Source: an optimization exercise on an open RTL-to-GDS flow (aim: small area). Production flows keep margins and buffers that such runs may drop.
Only simulation tests tie the RTL to the original design; equivalence was not proved.
Power is estimated from default activity; no workload was simulated.

==> job 4795: inputs <==
==> flow/design.v <==
`timescale 1ns / 1ps
module Top_module(
    input clk,
    input reset,
    input rx,
    output tx,
    output [7:0] command,
    output data
);
    wire tick;
    wire [7:0] hold;
    baud_tick_gen U_BAUD (
        .clk(clk), .rst(reset), .baud_tick(tick)
    );
    uart_rx U_RX (
        .clk(clk), .rst(reset), .tick(tick), .rx(rx),
        .rx_done(data), .rx_data(command)
    );
    data_save U_HOLD (
        .clk(clk), .ld(data), .data_in(command), .data_out(hold)
    );
    uart_tx U_TX (
        .clk(clk), .rst(reset), .tick(tick), .byte_done(data),
        .data_in(hold), .o_tx(tx)
    );
endmodule
module data_save(
    input clk,
    input ld,
    input [7:0] data_in,
    output reg [7:0] data_out
);
    always @(posedge clk)
        if (ld) data_out <= data_in;
endmodule
`timescale 1ns / 1ps
`timescale 1ns / 1ps
module baud_tick_gen (
    input  clk,
    input  rst,
    output baud_tick
);
    reg [1:0] a;    
    reg [2:0] b;    
    reg [4:0] c;    
    always @(posedge clk, posedge rst) begin
        if (rst) begin
            a <= 2'b00;
            b <= 3'b100;
            c <= 5'b10000;
        end else begin
            a <= {~(a[1] & a[0]), a[1]};
            b <= {b[1:0], b[2] ^ b[1]};
            c <= {c[3:0], c[4] ^ c[2]};
        end
    end
    assign baud_tick = (a == 2'b01) & (b[1:0] == 2'b00) & (c[3:0] == 4'b0000);
endmodule
module uart_rx (
    input clk,
    input rst,
    input tick,
    input rx,
    output reg rx_done,
    output reg [7:0] rx_data
);
    reg [3:0] h, l;
    wire idle = (h == 4'd10);
    wire l15 = (l == 4'd15);
    wire fin = (h == 4'd9) & (l == 4'd7);
    always @(posedge clk, posedge rst) begin
        if (rst) begin
            h <= 4'd10;
            l <= 4'd8;
            rx_done <= 1'b0;
        end else begin
            rx_done <= tick & fin;
            if (idle) begin
                if (!rx) h <= 4'd15;
            end else if (tick) begin
                l <= l + 4'd1;
                if (l15 | fin) h <= h + 4'd1;
            end
        end
    end
    wire samp = tick & l15 & ~h[3];
    genvar i;
    generate
        for (i = 0; i < 8; i = i + 1) begin : g_bit
            always @(posedge clk, posedge rst)
                if (rst) rx_data[i] <= 1'b0;
                else if (samp & (h[2:0] == i)) rx_data[i] <= rx;
        end
    endgenerate
endmodule
module uart_tx (
    input clk,
    input rst,
    input tick,
    input byte_done,
    input [7:0] data_in,
    output reg o_tx
);
    reg [3:0] h, l;
    reg pend;
    wire idle = (h == 4'd9);
    always @(posedge clk, posedge rst) begin
        if (rst) begin
            h <= 4'd9;
            l <= 4'd0;
            pend <= 1'b0;
            o_tx <= 1'b1;
        end else begin
            pend <= byte_done | (pend & ~(idle & tick));
            if (idle) begin
                o_tx <= 1'b1;
                if (tick & pend) h <= 4'd15;
            end else begin
                if (h == 4'd15) o_tx <= 1'b0;
                else if (h[3]) o_tx <= 1'b1;
                else if (tick) o_tx <= data_in[h[2:0]];
                if (tick) begin
                    l <= l + 4'd1;
                    if (l == 4'd15) h <= h + 4'd1;
                end
            end
        end
    end
endmodule
==> flow/run.sh <==
#!/bin/bash
# synth_recipe.tcl (not shown) runs the flow's synth.tcl, then flattens the netlist and writes it again
# the make line also repeats each setting of config.mk as NAME=value (left out here)
make -C /OpenROAD-flow-scripts/flow DESIGN_CONFIG=/design/flow/config.mk WORK_HOME=/design/flow/orfs CLKGATE_MAP_FILE= SYNTH_SCRIPT=/design/flow/synth_recipe.tcl finish
==> flow/config.mk <==
export PLATFORM = sky130hd
export DESIGN_NAME = Top_module
export DESIGN_NICKNAME = Top_module
export VERILOG_FILES = /design/flow/design.v
export SDC_FILE = /design/flow/constraint.sdc
export NUM_CORES = 4
export LEC_CHECK = 0
export ABC_AREA = 1
export CAP_MARGIN = 20
export CORE_MARGIN = 2
export CORE_UTILIZATION = 40
export SLEW_MARGIN = 20
==> flow/constraint.sdc <==
create_clock -name core_clock -period 10.0 [get_ports {clk}]
set_input_delay 2.0000 -clock core_clock [delete_from_list [all_inputs] [get_ports {clk}]]
set_output_delay 2.0000 -clock core_clock [all_outputs]
set_load 0.01 [all_outputs]
==> job 411 (differences from job 4795) <==
--- a/flow/design.v
+++ b/flow/design.v
@@ -43,7 +43,7 @@
     reg [1:0] a;    
     reg [2:0] b;    
     reg [4:0] c;    
-    always @(posedge clk, posedge rst) begin
+    always @(posedge clk) begin
         if (rst) begin
             a <= 2'b00;
             b <= 3'b100;
@@ -65,31 +65,33 @@
     output reg [7:0] rx_data
 );
     reg [3:0] h, l;
-    wire idle = (h == 4'd10);
-    wire l15 = (l == 4'd15);
-    wire fin = (h == 4'd9) & (l == 4'd7);
-    always @(posedge clk, posedge rst) begin
+    wire h9 = h[3] & h[0];                  
+    wire idle = h9 & ~h[1] & l[3];
+    wire fin = tick & h9 & ~l[3] & l[2] & l[1] & l[0];
+    wire c = tick & (&l);
+    wire st = idle & ~rx;
+    wire en = tick & ~idle;
+    always @(posedge clk, posedge rst)
+        if (rst) rx_done <= 1'b0;
+        else rx_done <= fin;
+    always @(posedge clk) begin
         if (rst) begin
-            h <= 4'd10;
+            h <= 4'd9;
             l <= 4'd8;
-            rx_done <= 1'b0;
         end else begin
-            rx_done <= tick & fin;
-            if (idle) begin
-                if (!rx) h <= 4'd15;
-            end else if (tick) begin
-                l <= l + 4'd1;
-                if (l15 | fin) h <= h + 4'd1;
-            end
+            l <= l + {3'd0, en};
+            h[0] <= h[0] ^ c;
+            h[1] <= (h[1] ^ (c & h[0])) | st;
+            h[2] <= (h[2] ^ (c & h[0] & h[1])) | st;
+            h[3] <= h[3] ^ (c & h[0] & h[1] & h[2]);
         end
     end
-    wire samp = tick & l15 & ~h[3];
     genvar i;
     generate
         for (i = 0; i < 8; i = i + 1) begin : g_bit
             always @(posedge clk, posedge rst)
                 if (rst) rx_data[i] <= 1'b0;
-                else if (samp & (h[2:0] == i)) rx_data[i] <= rx;
+                else if (c & ~h[3] & (h[2:0] == i)) rx_data[i] <= rx;
         end
     endgenerate
 endmodule
@@ -103,27 +105,28 @@
 );
     reg [3:0] h, l;
     reg pend;
-    wire idle = (h == 4'd9);
-    always @(posedge clk, posedge rst) begin
+    wire idle = h[3] & h[0] & ~h[2];
+    wire c = tick & (&l);
+    wire go = idle & tick & pend;
+    wire en = tick & ~idle;
+    always @(posedge clk, posedge rst)
+        if (rst) o_tx <= 1'b1;
+        else if (~h[3]) begin
+            if (tick) o_tx <= data_in[h[2:0]];
+        end else if (h[2]) o_tx <= 1'b0;
+        else if (~h[0]) o_tx <= 1'b1;
+    always @(posedge clk) begin
         if (rst) begin
             h <= 4'd9;
             l <= 4'd0;
             pend <= 1'b0;
-            o_tx <= 1'b1;
         end else begin
             pend <= byte_done | (pend & ~(idle & tick));
-            if (idle) begin
-                o_tx <= 1'b1;
-                if (tick & pend) h <= 4'd15;
-            end else begin
-                if (h == 4'd15) o_tx <= 1'b0;
-                else if (h[3]) o_tx <= 1'b1;
-                else if (tick) o_tx <= data_in[h[2:0]];
-                if (tick) begin
-                    l <= l + 4'd1;
-                    if (l == 4'd15) h <= h + 4'd1;
-                end
-            end
+            l <= l + {3'd0, en};
+            h[0] <= h[0] ^ c;
+            h[1] <= (h[1] ^ (c & h[0])) | go;
+            h[2] <= (h[2] ^ (c & h[0] & h[1])) | go;
+            h[3] <= h[3] ^ (c & h[0] & h[1] & h[2]);
         end
     end
 endmodule
==> flow/flow/run.sh (new file) <==
#!/bin/bash
# Own layout flow: the standard flow, except that synthesis re-maps the
# logic with an area-oriented ABC script and without Yosys's adder
# extraction, the ports are buffered with the smallest buffer, and clock tree
# synthesis adds no dummy loads.
# The registers must come out exactly as in the standard synthesis; if
# they do not, the standard synthesis netlist is used instead.
set -euo pipefail
W=$PWD
R=orfs/results/$FLOW_PLATFORM/Top_module/base

# 1. the standard synthesis, for reference
bash standard.sh synth > 1_standard_synth.log 2>&1
cp "$R/1_2_yosys.v" standard_netlist.v

# 2. our synthesis, in a work folder of its own
make -C "$FLOW_HOME" DESIGN_CONFIG="$W/config.mk" WORK_HOME="$W/own" \
  CLKGATE_MAP_FILE= SYNTH_SCRIPT="$W/flow/own_synth.tcl" synth \
  > 2_own_synth.log 2>&1 || true
OWN=own/results/$FLOW_PLATFORM/Top_module/base/1_2_yosys.v
NET=standard_netlist.v
if [[ -f $OWN ]] && python3 flow/regs.py standard_netlist.v "$OWN" > 3_register_check.log 2>&1; then
  cp "$OWN" own_netlist.v
  NET=own_netlist.v
fi
echo "netlist used: $NET" >> 3_register_check.log

# 3. the rest of the standard flow on that netlist
rm -rf orfs
bash standard.sh SYNTH_NETLIST_FILES="$W/$NET" \
  BUFFER_PORTS_ARGS="-buffer_cell sky130_fd_sc_hd__buf_1" \
  CTS_ARGS="-sink_clustering_enable -repair_clock_nets -dont_use_dummy_load" \
  finish > 4_layout.log 2>&1
==> flow/flow/area.abc (new file) <==
strash
dch -f
amap -m
==> flow/flow/own_synth.tcl (new file) <==
proc synth {args} { yosys synth -nofsm -noshare {*}$args }
set ::env(ADDER_MAP_FILE) ""
set my_abc_script [file join [file dirname [file normalize [info script]]] area.abc]
proc abc {args} {
  global my_abc_script
  set out {}
  set skip 0
  foreach a $args {
    if {$skip} { set skip 0; continue }
    if {$a eq "-script"} { set skip 1; continue }
    lappend out $a
  }
  yosys abc -script $my_abc_script {*}$out
}
source $::env(SCRIPTS_DIR)/synth.tcl
# left out here: clear keep_hierarchy, flatten, clean up, hide names made inside functions, write 1_2_yosys.v
==> flow/flow/regs.py (new file) <==
"""Compare the registers (flip-flop instances: name and cell type without
drive strength) of two gate-level netlists. Exit 0 when they are the same."""
import re
import sys


def regs(path):
    text = open(path).read()
    out = {}
    for m in re.finditer(r'\b(sky130_fd_sc_hd__(\w+?)_\d+)\s+(\\\S+|\w+)\s*\(', text):
        base = m.group(2)
        if re.match(r'(s?e?df|dl)', base):
            out[m.group(3)] = base
    return out


a = regs(sys.argv[1])
b = regs(sys.argv[2])
print(f"registers: {len(a)} in {sys.argv[1]}, {len(b)} in {sys.argv[2]}")
diff = [k for k in sorted(set(a) | set(b)) if a.get(k) != b.get(k)]
for k in diff:
    print(f"differs: {k} {a.get(k)} {b.get(k)}")
print("same" if not diff and a else "DIFFERENT")
sys.exit(0 if not diff and a else 1)
==> flow/standard.sh (new file) <==
#!/bin/bash
# synth_recipe.tcl (not shown) runs the flow's synth.tcl, then flattens the netlist and writes it again
# the make line also repeats each setting of config.mk as NAME=value (left out here)
make -C /OpenROAD-flow-scripts/flow DESIGN_CONFIG=/design/flow/config.mk WORK_HOME=/design/flow/orfs CLKGATE_MAP_FILE= SYNTH_SCRIPT=/design/flow/synth_recipe.tcl "${@:-finish}"
- ABC_AREA: 1 -> unset
- CORE_UTILIZATION: 40 -> 70
- GPL_TIMING_DRIVEN: unset -> 0
- PLACE_DENSITY: unset -> 0.85
- SYNTH_HIERARCHICAL: unset -> 1
removed: flow/run.sh
==> results.txt <==
	job 411	job 4795
Status	timing/DRC/antenna clean	timing/DRC/antenna clean
Fraction of met1 tracks used by global routing	30.59%	20.41%
Worst Hold Path EP	U_BAUD.c[1]	U_BAUD.c[2]
Sequential portion of the cell area	57.81%	46.70%
Nonclk buf count	12	13
Capture point of the critical path	U_RX.l[0]	data
Initial cell density of the core	74.40%	40.88%
Tightest hold margin	426.6 ps	383.3 ps
Non-clock buffers, area share	2.523%	5.067%
Via count of the first global-routing pass	1,203	1,423
Min-Delay Startpoint	U_BAUD.c[0]	U_BAUD.c[1]
Number of well taps	28	72
Reg-to-reg setup timing slack	7180 ps	8320 ps
Vias after detailed routing	1,223	1,515
Comb power frac	3.7%	1.5%
Lkg Pwr	0.0006410 uW	0.001196 uW
Most frequent standard cell in the layout excluding fill and tap cells	nor2_1	nand2_1
Total number of cells along the worst setup path	4	1
Required time at the worst-slack endpoint	10,240 ps	8000 ps
Via density per instance	5.559	4.647
Overall die width	52.72 um	78.33 um
Cell with the largest stage delay on the worst path	buf_1	clkdlybuf4s50_1
Relative slew margins	34.50%	69.18%
Non-filler cells, final	220	326
Clock Root Buffer	clkbuf_4	clkbuf_8
Crit share post-route	33.85%	34.46%

-- static timing again, ports no longer ideal --
How much do the figures lean on ideal ports? The routed layouts below were timed once more, with nothing changed but the port constraints. Step 1 (the two cells are an assumption about what drives the block):
set clk [get_ports {clk}]
set_driving_cell -lib_cell sky130_fd_sc_hd__clkbuf_16 $clk
set_driving_cell -lib_cell sky130_fd_sc_hd__buf_2 [delete_from_list [all_inputs] $clk]
Step 2 moves the port delays by t, midway between the first and last clock arrival at a register: inputs arrive t later, outputs are due t later. That takes back most of the time a late clock gives input paths. Three values: ideal ports, drivers, drivers and shift; two values: the first two.
| run | t (ns) | slack for setup (ns) | hold WS [ns] | pins driven straight from the clock port |
|---|---|---|---|---|
| job 4795 | 0.319 | 6.554 / 6.527 / 6.730 | 0.383 / 0.383 / 0.383 | 1 |
| job 411 | 0.363 | 6.615 / 6.610 / 6.247 | 0.427 / 0.427 / 0.427 | 1 |
After both steps every run listed still meets setup and hold. The setup slack of job 411, which loses most, moves by -0.005 ns with the drivers and by -0.368 ns with both steps.
